This is an optimization exercise on Yosys and OpenROAD, whose aim is small area, a short achievable clock period and few clock cycles per item, not a production implementation.
The RTL was checked by simulation tests, not by an equivalence proof against the original design.

## flow/design.v (module list and top-level ports; edited modules follow where they fit)
// module multiplierBlock: 2751 lines
// module boothEnc: 8 lines
// module boothXor: 6 lines
// module boothSel: 6 lines
// module boothSelN: 6 lines
// module fullAdder: 7 lines
// module halfAdder: 7 lines
// module halfAdderOne: 7 lines
// module systolicArray: 44 lines
// module dataOrchestrator: 2 lines
// module matrixMultiplierSmall: 27 lines
module matrixMultiplierSmall #(
    parameter int WIDTH = 16,
    parameter int N = 3
)(
    input  logic        clk,
    input  logic        rst_n,
    input  logic        start,
    input  logic [N*N*WIDTH-1:0] matrixA,
    input  logic [N*N*WIDTH-1:0] matrixB,
    output logic [N*N*2*WIDTH-1:0] resultMatrix,
    output logic        done
);
  // ...
==> flow/run.sh <==
#!/bin/bash
# synth_recipe.tcl (not shown) runs the flow's synth.tcl, then flattens the netlist and writes it again
# the make line also repeats each setting of config.mk as NAME=value (left out here)
make -C /OpenROAD-flow-scripts/flow DESIGN_CONFIG=/design/flow/config.mk WORK_HOME=/design/flow/orfs CLKGATE_MAP_FILE= SYNTH_SCRIPT=/design/flow/synth_recipe.tcl finish
==> flow/config.mk <==
export PLATFORM = sky130hd
export DESIGN_NAME = matrixMultiplierSmall
export DESIGN_NICKNAME = matrixMultiplierSmall
export VERILOG_FILES = /design/flow/design.v
export SDC_FILE = /design/flow/constraint.sdc
export NUM_CORES = 4
export LEC_CHECK = 0
export CAP_MARGIN = 20
export CORE_MARGIN = 2
export CORE_UTILIZATION = 40
export PLACE_DENSITY = 0.6
export SLEW_MARGIN = 20
export SYNTH_HIERARCHICAL = 1
==> flow/constraint.sdc <==
create_clock -name core_clock -period 8.0 [get_ports {clk}]
set_input_delay 1.6000 -clock core_clock [delete_from_list [all_inputs] [get_ports {clk}]]
set_output_delay 1.6000 -clock core_clock [all_outputs]
set_load 0.01 [all_outputs]
==> report_table.html, run 1 <==
<table>
<tr><th>Metric</th><th>Value</th></tr>
<tr><th colspan="2">Outcome</th></tr>
<tr><td>Status</td><td>complete, but fails checks</td></tr>
<tr><td>Violated layout checks</td><td>negative setup slack</td></tr>
<tr><th colspan="2">Logic synthesis</th></tr>
<tr><td>Share of the synthesized netlist area taken by xor and xnor gates</td><td>20.6%</td></tr>
<tr><td>Gate count of the mapped netlist</td><td>13300</td></tr>
<tr><td>Adder-cell share of the synthesized area</td><td>45.9%</td></tr>
<tr><th colspan="2">CTS</th></tr>
<tr><td>Hold buffer count at cts</td><td>0</td></tr>
<tr><td>Number of gates resized after CTS</td><td>about 150</td></tr>
<tr><td>TritonCTS clock tree</td><td>yes</td></tr>
<tr><td>Clock-pin slew on the worst setup and hold paths</td><td>80 ps</td></tr>
<tr><th colspan="2">Timing</th></tr>
<tr><td>Total count of hold-check failures in the final report</td><td>0</td></tr>
<tr><td>Max_slew headroom</td><td>between 20% and 30%</td></tr>
<tr><td>Final-report setup violation count</td><td>15</td></tr>
<tr><td>Fmax</td><td>between 100 and 150 MHz</td></tr>
<tr><td>Final Worst Setup Slack</td><td>-130 ps</td></tr>
<tr><td>Post-Route Hold Slack</td><td>1260 ps</td></tr>
<tr><td>Final critical path time including I/O delays and setup</td><td>8130 ps</td></tr>
<tr><th colspan="2">GRT</th></tr>
<tr><td>Met2 Use GR</td><td>between 50% and 60%</td></tr>
<tr><td>Met3 capacity usage during global routing</td><td>26.3%</td></tr>
<tr><td>Global-route layer with the greatest usage</td><td>met1</td></tr>
<tr><th colspan="2">Cells and area</th></tr>
<tr><td>Flip-flop and latch count</td><td>289</td></tr>
<tr><td>Clock network area share</td><td>less than 1%</td></tr>
<tr><td>Syn-to-layout area delta</td><td>34.7%</td></tr>
<tr><td>Share of cell area taken by flip-flops and latches</td><td>4.07%</td></tr>
<tr><td>Final instance area</td><td>0.213 mm2</td></tr>
<tr><td>Most common cell after layout, fill and taps aside</td><td>buf_4</td></tr>
<tr><td>Largest register by flop count</td><td>resultMatrix</td></tr>
<tr><th colspan="2">Detailed routing</th></tr>
<tr><td>Post-DR wirelength/cell</td><td>42.8 um</td></tr>
<tr><td>Pre-Repair DR Iteration Count</td><td>9</td></tr>
<tr><td>Met3 Wirelength</td><td>170000 um</td></tr>
<tr><th colspan="2">Setup path</th></tr>
<tr><td>Biggest cell delay along the critical path</td><td>660 ps</td></tr>
<tr><td>Cell type of the slowest stage on the worst timing path</td><td>fa_2</td></tr>
<tr><td>Startpoint types</td><td>input port</td></tr>
<tr><th colspan="2">Floorplanning</th></tr>
<tr><td>Die Ht</td><td>633 um</td></tr>
<tr><td>Placeable core region</td><td>0.393 mm2</td></tr>
<tr><td>Floorplan die area</td><td>0.400 mm2</td></tr>
<tr><th colspan="2">Worst hold path</th></tr>
<tr><td>Min-Delay Startpoint</td><td>start</td></tr>
</table>
Testbench counts, summed over its fixed seeds: cycles 1,608, items 1,600.
==> run 2: changes to the inputs <==
==> flow/flow/run.sh (new file) <==
#!/bin/bash
# The standard layout, with the ports buffered by buf_4 cells instead of the
# slow delay buffers buffer_ports picks by default.
set -e
cp standard.sh standard.sh.txt
echo "export BUFFER_PORTS_ARGS = -buffer_cell sky130_fd_sc_hd__buf_4" >> "$FLOW_CONFIG"
bash standard.sh > standard.log 2>&1
==> flow/standard.sh (new file) <==
#!/bin/bash
# synth_recipe.tcl (not shown) runs the flow's synth.tcl, then flattens the netlist and writes it again
# the make line also repeats each setting of config.mk as NAME=value (left out here)
make -C /OpenROAD-flow-scripts/flow DESIGN_CONFIG=/design/flow/config.mk WORK_HOME=/design/flow/orfs CLKGATE_MAP_FILE= SYNTH_SCRIPT=/design/flow/synth_recipe.tcl "${@:-finish}"
--- a/flow/config.mk
+++ b/flow/config.mk
@@ -12,2 +12,3 @@
 export SLEW_MARGIN = 20
 export SYNTH_HIERARCHICAL = 1
+export BUFFER_PORTS_ARGS = -buffer_cell sky130_fd_sc_hd__buf_4
removed: flow/run.sh
==> run 2 against run 1 <==
Still fails the layout checks on negative setup slack. Synthesized cell count unchanged. Via count down 1.3%. Final cell count decreased by 0.90%. Largest cell class unchanged.
==> report_table.html, run 2 <==
<table>
<tr><th>Metric</th><th>Value</th></tr>
<tr><th colspan="2">Cells and area</th></tr>
<tr><td>Most common cell after layout, fill and taps aside</td><td>buf_4 (unchanged)</td></tr>
<tr><td>Syn-to-layout area delta</td><td>31.8% (was 34.7%)</td></tr>
<tr><td>Most frequent cells in the layout</td><td>buf_4 (4024), xor2_1 (3535), a22o_1 (3455) (was buf_4 (3598), xor2_1 (3548), a22o_1 (3440))</td></tr>
<tr><td>Largest regs</td><td>resultMatrix (288), done (1) (unchanged)</td></tr>
<tr><td>Ratio of cells with drive above 1 in the final layout</td><td>29.3% (was 28.9%)</td></tr>
<tr><td>Non-filler instance count after layout</td><td>23200 (was 23400)</td></tr>
<tr><td>Final nets</td><td>22000 (was 22100)</td></tr>
<tr><td>Largest register FFs</td><td>288 (unchanged)</td></tr>
<tr><td>Util after Layout</td><td>53.0% (was 54.2%)</td></tr>
<tr><td>Largest register by flop count</td><td>resultMatrix (unchanged)</td></tr>
<tr><th colspan="2">Timing</th></tr>
<tr><td>Max_slew headroom</td><td>21.5% (was 26.2%)</td></tr>
<tr><td>Period utilisation layout</td><td>102% (about the same)</td></tr>
<tr><td>Final Worst Setup Slack</td><td>-173 ps (was -130 ps)</td></tr>
<tr><td>Total count of hold-check failures in the final report</td><td>0 (unchanged)</td></tr>
<tr><td>Final critical path time including I/O delays and setup</td><td>8170 ps (was 8130 ps)</td></tr>
<tr><td>Least-Margin Pin Slew</td><td>1170 ps (was 1100 ps)</td></tr>
<tr><td>Fmax</td><td>122 MHz (was 123 MHz)</td></tr>
<tr><td>Slew Viols, Final</td><td>0 (unchanged)</td></tr>
<tr><td>Final-report setup violation count</td><td>18 (was 15)</td></tr>
<tr><th colspan="2">Worst hold path</th></tr>
<tr><td>Min-Delay Startpoint</td><td>rst_n (was start)</td></tr>
<tr><td>Path type of the worst min-delay path</td><td>input port to flip-flop (unchanged)</td></tr>
<tr><th colspan="2">CTS</th></tr>
<tr><td>CTS Buffer Depth</td><td>3 (unchanged)</td></tr>
<tr><td>Total CTS buffers</td><td>46 (was 45)</td></tr>
<tr><td>Hold buffer count at cts</td><td>0 (unchanged)</td></tr>
<tr><td>Sink count of the clock tree</td><td>289 (unchanged)</td></tr>
<tr><td>Root buffer selected by CTS</td><td>clkbuf_16 (unchanged)</td></tr>
<tr><td>TritonCTS clock tree</td><td>yes (unchanged)</td></tr>
<tr><td>Total number of H-tree levels</td><td>2 (unchanged)</td></tr>
<tr><td>Clock-pin slew on the worst setup and hold paths</td><td>60 ps (was 80 ps)</td></tr>
<tr><th colspan="2">Detailed routing</th></tr>
<tr><td>Initial DRC Count</td><td>25300 (was 26100)</td></tr>
<tr><td>Vias per cell</td><td>6.60 (was 6.62)</td></tr>
<tr><td>Pre-Repair DR Iteration Count</td><td>6 (was 9)</td></tr>
<tr><td>Aggregate routed wire length</td><td>955000 um (was 1000000 um)</td></tr>
<tr><td>Routed vias</td><td>153000 (was 155000)</td></tr>
<tr><td>Detailed-route DRC error count</td><td>0 (unchanged)</td></tr>
<tr><td>Post-DR wirelength/cell</td><td>41.2 um (was 42.8 um)</td></tr>
<tr><td>Number of nets with antenna violations after routing</td><td>0 (unchanged)</td></tr>
<tr><th colspan="2">Logic synthesis</th></tr>
<tr><td>Number of enable-type register cells in the synthesized netlist</td><td>288 (unchanged)</td></tr>
<tr><td>Most area-consuming cells after synthesis</td><td>fa_1 (42%), xor2_1 (20%), a22o_1 (19%), edfxtp_1 (5.5%), ha_1 (3.6%) (unchanged)</td></tr>
<tr><td>Sequential fraction of the synthesis area</td><td>5.48% (unchanged)</td></tr>
<tr><td>Synth top area share</td><td>42.3% (unchanged)</td></tr>
<tr><td>Main synth FF type</td><td>edfxtp_1 (unchanged)</td></tr>
<tr><td>Gate count of the mapped netlist</td><td>13300 (unchanged)</td></tr>
<tr><td>Count leader, synth</td><td>xor2_1 (unchanged)</td></tr>
<tr><td>#FFs+latches synth</td><td>289 (unchanged)</td></tr>
<tr><td>Synth warn</td><td>7 (unchanged)</td></tr>
<tr><td>Most frequent cells after synthesis</td><td>xor2_1 (3564), a22o_1 (3456), fa_1 (3339) (unchanged)</td></tr>
<tr><td>Share of synthesized registers carrying an async set or reset</td><td>0% (unchanged)</td></tr>
<tr><td>Unique cell type count in the Yosys netlist</td><td>51 (unchanged)</td></tr>
<tr><td>Post-synthesis instance area</td><td>0.158 mm2 (unchanged)</td></tr>
<tr><td>Cell type contributing the most total cell area after synthesis</td><td>fa_1 (unchanged)</td></tr>
<tr><td>Post-synthesis area per instance</td><td>11.9 um2 (unchanged)</td></tr>
<tr><th colspan="2">Setup path</th></tr>
<tr><td>Timing startpoint of the critical path</td><td>matrixB[49] (was matrixB[104])</td></tr>
<tr><td>Biggest cell delay along the critical path</td><td>780 ps (was 660 ps)</td></tr>
<tr><td>Startpoint types</td><td>input port (unchanged)</td></tr>
<tr><td>Required arrival time at the worst endpoint</td><td>8550 ps (was 8580 ps)</td></tr>
<tr><td>Arrival time reported for the critical path endpoint</td><td>8730 ps (was 8710 ps)</td></tr>
<tr><td>Cell Chain, Critical Path</td><td>buf_4 -&gt; buf_4 -&gt; buf_12 -&gt; buf_4 -&gt; xor2_1 -&gt; a22o_1 -&gt; fa_1 -&gt; fa_2 -&gt; fa_2 -&gt; fa_1 -&gt; fa_1 -&gt; ha_1 -&gt; ha_1 -&gt; buf_4 -&gt; nand3_1 -&gt; buf_4 -&gt; o21ai_0 -&gt; buf_4 -&gt; nand2_1 -&gt; xnor2_1 (was clkdlybuf4s50_1 -&gt; buf_4 -&gt; ha_4 -&gt; buf_6 -&gt; a22o_1 -&gt; fa_2 -&gt; fa_1 -&gt; fa_2 -&gt; fa_2 -&gt; fa_1 -&gt; fa_2 -&gt; ha_4 -&gt; ha_1 -&gt; nand4_1 -&gt; buf_4 -&gt; a211oi_2 -&gt; o31a_1 -&gt; buf_12 -&gt; nor2_2 -&gt; nand2_1 -&gt; buf_4 -&gt; a31oi_1 -&gt; xnor2_1 -&gt; buf_4)</td></tr>
<tr><td>Largest fanout on the critical path</td><td>11 (was 8)</td></tr>
<tr><td>Cell type of the slowest stage on the worst timing path</td><td>fa_2 (unchanged)</td></tr>
<tr><td>Setup Crit Path Kind</td><td>input port to flip-flop (unchanged)</td></tr>
<tr><td>Crit end category</td><td>flip-flop (unchanged)</td></tr>
<tr><td>Critical Path Most Common Cell</td><td>buf_4</td></tr>
<tr><th colspan="2">Placement</th></tr>
<tr><td>Placed insts</td><td>23000 (was 23100)</td></tr>
<tr><td>Final HPWL DP</td><td>828000 um (was 861000 um)</td></tr>
<tr><td>Final weighted congestion in routability-driven placement</td><td>1.14 (about the same)</td></tr>
<tr><td>Port Buffers</td><td>579 (unchanged)</td></tr>
<tr><th colspan="2">Floorplanning</th></tr>
<tr><td>Die width</td><td>633 um (unchanged)</td></tr>
<tr><td>Die Ht</td><td>633 um (unchanged)</td></tr>
<tr><td>Floorplan die area</td><td>0.400 mm2 (unchanged)</td></tr>
<tr><td>Num ports</td><td>580 (unchanged)</td></tr>
<tr><td>Effective utilization at floorplan</td><td>40.2% (unchanged)</td></tr>
<tr><td>Num rows</td><td>230 (unchanged)</td></tr>
<tr><td>Placeable core region</td><td>0.393 mm2 (unchanged)</td></tr>
<tr><th colspan="2">Outcome</th></tr>
<tr><td>Violated layout checks</td><td>negative setup slack (unchanged)</td></tr>
<tr><td>Status</td><td>complete, but fails checks (unchanged)</td></tr>
<tr><th colspan="2">GRT</th></tr>
<tr><td>Global-route wire length before repair</td><td>1270000 um (was 1320000 um)</td></tr>
<tr><td>Total congestion overflow after global routing</td><td>0 (unchanged)</td></tr>
<tr><td>Number of antenna violations at the first check in global routing</td><td>74 (was 90)</td></tr>
<tr><td>Maximum number of pins on one net before global-route repair</td><td>109 (was 103)</td></tr>
<tr><td>Overall track demand over capacity in global routing</td><td>46.8% (was 48.9%)</td></tr>
<tr><td>Vias in the first global route</td><td>149000 (was 150000)</td></tr>
<tr><th colspan="2">Job</th></tr>
<tr><td>Total of max-cap violations</td><td>0 (unchanged)</td></tr>
</table>
==> run 2: worst max-delay path, delay by kind of cell <==
kind | cells | cell delay, ps
buf+inv | 7 | 1470
compound gates | 2 | 860
simple gates | 2 | 230
fa+ha+maj | 7 | 3710
xor+xnor | 2 | 780
==> run 2: layout make-up <==
| cell class | instances | area (um2) |
|---|---|---|
| Fill cell | 35500 | 185000 |
| Clock inverter | 29 | 287 |
| Inverter | 99 | 372 |
| Tap cell | 5220 | 6530 |
| Sequential cell | 289 | 8670 |
| Antenna cell | 55 | 138 |
| Timing Repair Buffer | 4578 | 40800 |
| Multi-Input combinational cell | 12900 | 150000 |
| Clock buffer | 54 | 1240 |
==> run 2: path summary, 6_finish.rpt <==
kind                           to  slack (ps)  depth (start not counted)
max   resultMatrix[112]$_DFFE_PP_        -170                         20
min                  done$_DFF_P_        1040                          2
==> run 2: repair_timing <==
action / 4_1_cts / 5_1_grt
resized for setup: 32 / 176
cloned: 0 / 2
endpoints found under the setup margin: 52 / 108
buffers inserted: 5 / 22
pin swaps: 4 / 25
==> run 2: cells by family (layout without fill, tap and decap cells) <==
group | count (synthesis) | in the layout | synth area share (%)
XOR/XNOR | 3717 | 3717 | 20.6
flip-flops | 289 | 289 | 5.48
AO/OA/AOI/OAI | 4509 | 4509 | 24.9
buffers and inverters | 162 | 4760 | 0.392
multiplexers | 9 | 9 | 0.0641
adder cells (fa/ha/maj) | 3798 | 3798 | 45.9
other | 1 | 82 | 0.00237
AND/OR/NAND/NOR | 802 | 802 | 2.67
==> run 2: per-module statistics from Yosys (local to each module, per instance), a selection <==
module                 copies in the design  cells inside
fullAdder                              3330             1
halfAdder                               117             1
boothXor                               3456             1
boothSelN                               216             1
matrixMultiplierSmall                     1           290
halfAdderOne                              9             5
boothSel                               3456             1
boothEnc                                 72             5
==> run 2: routing by layer <==
layer	up-vias	global-route usage (%)	routed length [um]
met3	1683	23.7	157000
met1	79100	66.0	394000
met2	13100	56.1	339000
li1	59000	-	-
met4	46	26.0	65600
met5	-	0.809	806
==> run 2: through the flow <==
stage / setup TNS (ps) / setup slack, ps / hold WS [ps] / area (um2)
floorplan: 0 / 9.15 / 1710 / 159000
global placement: -126630 / -1850 / 1800 / 205000
detailed placement: -109410 / -1450 / 1810 / 205000
CTS: 0 / 0.0266 / 986 / 207000
global route: -55.6 / -37.5 / 1020 / 208000
finish: -1250 / -173 / 1040 / 208000

[port drivers added, routing unchanged]
The results above use ideal ports. As a check the final layouts listed here were re-extracted and re-timed, cells and wires unchanged.
Step 1 sets driving cells, clkbuf_16 on the clock port and buf_2 on the other inputs (assumed; they add their load-dependent delay and slew).
Step 2 times the ports against the registers' clock, not the clock port: input delays grow and output delays shrink by t, the midpoint of the rising clock arrivals with the driver on.
a / b / c = ideal ports / drivers / drivers and shift; a / b = the first two.
run | t, ns | setup WS [ns] | clock arrival spread, ns | slew at the worst register clock pin (ns) | worst slew at a driven data input, ns
run 1 | 0.890 | -0.130 / -0.131 / -1.021 | 0.078 / 0.078 | 0.08 / 0.08 | 0.39
run 2 | 0.908 | -0.173 / -0.174 / -1.082 | 0.084 / 0.085 | 0.08 / 0.08 | 0.35
For run 2, which loses most, drivers alone change the setup slack by -0.001 ns; drivers and shift together by -0.909 ns.
